What follows belongs to an exercise in optimizing a design on an open flow for small area; a production flow would make more cautious choices. RTL that was checked went through simulation tests only; none was proved equivalent to the original.

// NCO
module NCO (clk, rst, step, out);
input clk;
input rst;
input [15:0] step;
output [15:0] out;
reg [7:0] pl;
reg cy;
reg [7:0] sh;
reg [7:0] addr;
reg r1;
wire [8:0] lo_c;
wire [7:0] lo_s;
assign lo_c[0] = 1'b0;
assign lo_s[0] = pl[0] ^ step[0] ^ lo_c[0];
assign lo_c[1] = (pl[0] & step[0]) | (lo_c[0] & (pl[0] ^ step[0]));
assign lo_s[1] = pl[1] ^ step[1] ^ lo_c[1];
assign lo_c[2] = (pl[1] & step[1]) | (lo_c[1] & (pl[1] ^ step[1]));
assign lo_s[2] = pl[2] ^ step[2] ^ lo_c[2];
assign lo_c[3] = (pl[2] & step[2]) | (lo_c[2] & (pl[2] ^ step[2]));
assign lo_s[3] = pl[3] ^ step[3] ^ lo_c[3];
assign lo_c[4] = (pl[3] & step[3]) | (lo_c[3] & (pl[3] ^ step[3]));
assign lo_s[4] = pl[4] ^ step[4] ^ lo_c[4];
assign lo_c[5] = (pl[4] & step[4]) | (lo_c[4] & (pl[4] ^ step[4]));
assign lo_s[5] = pl[5] ^ step[5] ^ lo_c[5];
assign lo_c[6] = (pl[5] & step[5]) | (lo_c[5] & (pl[5] ^ step[5]));
assign lo_s[6] = pl[6] ^ step[6] ^ lo_c[6];
assign lo_c[7] = (pl[6] & step[6]) | (lo_c[6] & (pl[6] ^ step[6]));
assign lo_s[7] = pl[7] ^ step[7] ^ lo_c[7];
assign lo_c[8] = (pl[7] & step[7]) | (lo_c[7] & (pl[7] ^ step[7]));
wire [8:0] hi_c;
wire [7:0] hi_s;
assign hi_c[0] = cy;
assign hi_s[0] = addr[0] ^ sh[0] ^ hi_c[0];
assign hi_c[1] = (addr[0] & sh[0]) | (hi_c[0] & (addr[0] ^ sh[0]));
assign hi_s[1] = addr[1] ^ sh[1] ^ hi_c[1];
assign hi_c[2] = (addr[1] & sh[1]) | (hi_c[1] & (addr[1] ^ sh[1]));
assign hi_s[2] = addr[2] ^ sh[2] ^ hi_c[2];
assign hi_c[3] = (addr[2] & sh[2]) | (hi_c[2] & (addr[2] ^ sh[2]));
assign hi_s[3] = addr[3] ^ sh[3] ^ hi_c[3];
assign hi_c[4] = (addr[3] & sh[3]) | (hi_c[3] & (addr[3] ^ sh[3]));
assign hi_s[4] = addr[4] ^ sh[4] ^ hi_c[4];
assign hi_c[5] = (addr[4] & sh[4]) | (hi_c[4] & (addr[4] ^ sh[4]));
assign hi_s[5] = addr[5] ^ sh[5] ^ hi_c[5];
  ...
For scale: about 340 cells after synthesis, roughly 34 I/O pins, ~2200 sq um of cells after synthesis.
==> module NCO, before the edit <==
module NCO (clk, rst, step, out);
input clk;
input rst;
input [15:0] step;
output [15:0] out;
reg [7:0] pl;
reg cy;
reg [7:0] sh;
reg [7:0] addr;
reg r1;
wire [8:0] lo_c;
wire [7:0] lo_s;
assign lo_c[0] = 1'b0;
assign lo_s[0] = pl[0] ^ step[0] ^ lo_c[0];
assign lo_c[1] = (pl[0] & step[0]) | (lo_c[0] & (pl[0] ^ step[0]));
assign lo_s[1] = pl[1] ^ step[1] ^ lo_c[1];
assign lo_c[2] = (pl[1] & step[1]) | (lo_c[1] & (pl[1] ^ step[1]));
assign lo_s[2] = pl[2] ^ step[2] ^ lo_c[2];
assign lo_c[3] = (pl[2] & step[2]) | (lo_c[2] & (pl[2] ^ step[2]));
assign lo_s[3] = pl[3] ^ step[3] ^ lo_c[3];
assign lo_c[4] = (pl[3] & step[3]) | (lo_c[3] & (pl[3] ^ step[3]));
assign lo_s[4] = pl[4] ^ step[4] ^ lo_c[4];
assign lo_c[5] = (pl[4] & step[4]) | (lo_c[4] & (pl[4] ^ step[4]));
assign lo_s[5] = pl[5] ^ step[5] ^ lo_c[5];
assign lo_c[6] = (pl[5] & step[5]) | (lo_c[5] & (pl[5] ^ step[5]));
assign lo_s[6] = pl[6] ^ step[6] ^ lo_c[6];
assign lo_c[7] = (pl[6] & step[6]) | (lo_c[6] & (pl[6] ^ step[6]));
assign lo_s[7] = pl[7] ^ step[7] ^ lo_c[7];
assign lo_c[8] = (pl[7] & step[7]) | (lo_c[7] & (pl[7] ^ step[7]));
wire [8:0] hi_c;
wire [7:0] hi_s;
assign hi_c[0] = cy;
assign hi_s[0] = addr[0] ^ sh[0] ^ hi_c[0];
assign hi_c[1] = (addr[0] & sh[0]) | (hi_c[0] & (addr[0] ^ sh[0]));
assign hi_s[1] = addr[1] ^ sh[1] ^ hi_c[1];
assign hi_c[2] = (addr[1] & sh[1]) | (hi_c[1] & (addr[1] ^ sh[1]));
assign hi_s[2] = addr[2] ^ sh[2] ^ hi_c[2];
assign hi_c[3] = (addr[2] & sh[2]) | (hi_c[2] & (addr[2] ^ sh[2]));
assign hi_s[3] = addr[3] ^ sh[3] ^ hi_c[3];
assign hi_c[4] = (addr[3] & sh[3]) | (hi_c[3] & (addr[3] ^ sh[3]));
assign hi_s[4] = addr[4] ^ sh[4] ^ hi_c[4];
assign hi_c[5] = (addr[4] & sh[4]) | (hi_c[4] & (addr[4] ^ sh[4]));
assign hi_s[5] = addr[5] ^ sh[5] ^ hi_c[5];
assign hi_c[6] = (addr[5] & sh[5]) | (hi_c[5] & (addr[5] ^ sh[5]));
assign hi_s[6] = addr[6] ^ sh[6] ^ hi_c[6];
assign hi_c[7] = (addr[6] & sh[6]) | (hi_c[6] & (addr[6] ^ sh[6]));
assign hi_s[7] = addr[7] ^ sh[7] ^ hi_c[7];
assign hi_c[8] = (addr[7] & sh[7]) | (hi_c[7] & (addr[7] ^ sh[7]));
always @(posedge clk) begin
    r1 <= rst;
    cy <= lo_c[8];
    sh <= step[15:8];
    if (rst)
        pl <= 8'd0;
    else
        pl <= lo_s;
    if (rst | r1)
        addr <= 8'd0;
    else
        addr <= hi_s;
end
wire [5:0] k = addr[5:0];
wire kz = |k;
reg [5:0] bk;
reg bx, by;
always @(posedge clk) begin
    bk <= addr[6] ? 6'd0 - k : k;
    bx <= addr[7] & (addr[6] | kz);
    by <= addr[6] & ~kz;
end
wire [13:0] q;
nco_rom rom (.k(bk), .q(q));
wire xn = bx & (|bk);
wire [5:0] nz;
assign nz[0] = 1'b0;
assign nz[1] = q[0];
assign nz[2] = nz[1] | q[1];
assign nz[3] = nz[2] | q[2];
assign nz[4] = nz[3] | q[3];
assign nz[5] = nz[4] | q[4];
assign out[5:0] = q[5:0] ^ ({6{bx}} & nz);
assign out[13:6] = q[13:6] ^ {8{xn}};
assign out[14] = bx | by;
assign out[15] = bx;
endmodule
clock: 4.0 ns
lec_check: 0
cap_margin: 0
core_margin: 2
core_utilization: 40
gpl_timing_driven: 0
slew_margin: 0
standard.sh (not shown) runs the stock make flow with config.mk's settings and CLKGATE_MAP_FILE= SYNTH_SCRIPT=/design/flow/synth_recipe.tcl, a recipe that flattens the netlist after the stock synthesis.
==> flow/flow/run.sh <==
#!/bin/bash
# Own layout flow: the standard synthesis, then the combinational logic is
# re-mapped for area (flip-flops kept as synthesized), then the standard
# floorplan-to-finish with 1x port buffers. Each tool's output goes to a log here.
set -euo pipefail
HERE=$(pwd)
R=$HERE/orfs/results/$FLOW_PLATFORM/NCO/base
LIBF=$FLOW_HOME/platforms/$FLOW_PLATFORM/lib/sky130_fd_sc_hd__tt_025C_1v80.lib
export BUFFER_PORTS_ARGS="-buffer_cell sky130_fd_sc_hd__buf_1"

bash standard.sh synth > log_1_standard_synth.txt 2>&1
cp $R/1_2_yosys.v $HERE/synth_standard.v
LIB=$LIBF IN=$HERE/synth_standard.v OUT=$HERE/synth_reopt.v TOP=$FLOW_TOP \
  ABCSCRIPT=$HERE/flow/opt.abc yosys -c $HERE/flow/reopt.tcl > log_2_reopt.txt 2>&1
cp $HERE/synth_reopt.v $R/1_2_yosys.v
touch $R/1_2_yosys.v
bash standard.sh finish > log_3_standard_finish.txt 2>&1
==> flow/flow/opt.abc <==
strash
dc2
&get -n
&deepsyn -T 60
&put
dch
amap
==> flow/flow/reopt.tcl <==
# Re-map the combinational logic of a mapped netlist; flip-flop instances are kept as they are.
yosys -import
set lib $::env(LIB)
read_liberty -ignore_miss_func $lib
read_verilog $::env(IN)
hierarchy -top $::env(TOP)
# keep sequential cells as black boxes
foreach m [list sky130_fd_sc_hd__dfxtp_1 sky130_fd_sc_hd__dfxtp_2 sky130_fd_sc_hd__dfxtp_4 sky130_fd_sc_hd__conb_1] { catch { blackbox $m } }
flatten
opt_clean -purge
stat
# cells ABC may not use: the platform's don't-use cells and clock/delay cells
set dont_use {}
set fh [open $lib r]
foreach line [split [read $fh] "\n"] {
  if {[regexp {^\s*cell\s*\(\s*"?(sky130_fd_sc_hd__[A-Za-z0-9_]+)"?\s*\)} $line -> c]} {
    if {[regexp {lpflow|probe|clk|dly|buf_|bufinv|bufbuf|conb|decap|fill|tap|diode|ebuf|einv|mux4} $c]} { lappend dont_use -dont_use $c }
  }
}
close $fh
abc -script $::env(ABCSCRIPT) -liberty $lib {*}$dont_use
opt_clean -purge
hilomap -singleton -hicell sky130_fd_sc_hd__conb_1 HI -locell sky130_fd_sc_hd__conb_1 LO
insbuf -buf sky130_fd_sc_hd__buf_4 A X
splitnets
opt_clean -purge
tee -o $::env(OUT).stat stat -liberty $lib
write_verilog -noattr -nohex -nodec $::env(OUT)
The starting point went through all stages and came out clean.
Change:
--- a/flow/design.v
+++ b/flow/design.v
@@ -56,35 +56,35 @@
         pl <= lo_s;
     if (rst | r1)
         addr <= 8'd0;
     else
         addr <= hi_s;
 end
-wire [5:0] k = addr[5:0];
-wire kz = |k;
-reg [5:0] bk;
-reg bx, by;
-always @(posedge clk) begin
-    bk <= addr[6] ? 6'd0 - k : k;
-    bx <= addr[7] & (addr[6] | kz);
-    by <= addr[6] & ~kz;
-end
+wire m = addr[6];
+wire sg = addr[7];
+wire kz = |addr[5:0];
+wire [5:0] k = m ? 6'd0 - addr[5:0] : addr[5:0];
+wire pk = m & ~kz;                
+wire neg = sg & (m | kz);         
 wire [13:0] q;
-nco_rom rom (.k(bk), .q(q));
-wire xn = bx & (|bk);
+nco_rom rom (.k(k), .q(q));
+wire xn = neg & kz;
 wire [5:0] nz;
 assign nz[0] = 1'b0;
 assign nz[1] = q[0];
 assign nz[2] = nz[1] | q[1];
 assign nz[3] = nz[2] | q[2];
 assign nz[4] = nz[3] | q[3];
 assign nz[5] = nz[4] | q[4];
-assign out[5:0] = q[5:0] ^ ({6{bx}} & nz);
-assign out[13:6] = q[13:6] ^ {8{xn}};
-assign out[14] = bx | by;
-assign out[15] = bx;
+reg [15:0] out;
+always @(posedge clk) begin
+    out[5:0] <= q[5:0] ^ ({6{neg}} & nz);
+    out[13:6] <= q[13:6] ^ {8{xn}};
+    out[14] <= neg | pk;
+    out[15] <= neg;
+end
 endmodule
 module nco_rom (k, q);
 input [5:0] k;
 output [13:0] q;
   wire new_n21, new_n22, new_n23, new_n24, new_n25, new_n26, new_n28,
     new_n29, new_n30, new_n31, new_n32, new_n33, new_n34, new_n35, new_n36,
- synthesized area is higher by 9.5%
- cell count is higher by 4.8%
- core utilization is lower by 5.5 points
- critical path depth is higher by 7
- worst hold slack improved by 0.11 ns
Only the layout flow was run in the second run of this note; the RTL was not checked for function there.

afterwards: timing with drivers on the ports:
The flow's constraints put no driver on any port. The routed layouts listed below were extracted and timed again, unchanged, in two steps.
Step 1 assumes that a clkbuf_16 drives the clock port and a buf_2 every other input.
Step 2 moves the port delays by t, midway between the first and last clock arrival at a register: inputs arrive t later, outputs are due t later. That takes back most of the time a late clock gives input paths.
a / b / c = no drivers / after step 1 / after step 2; a / b = the first two.
run | t (ns) | slack for setup (ns) | worst hold slack (ns) | clock arrival spread, ns | cell pins on the clock port's net
the first run | 0.306 | 0.064 / 0.040 / 0.347 | 0.381 / 0.381 / 0.381 | 0.009 / 0.009 | 1
the second run | 0.326 | 0.330 / 0.330 / 0.330 | 0.494 / 0.494 / 0.494 | 0.008 / 0.009 | 1
After both steps every run listed still meets setup and hold.
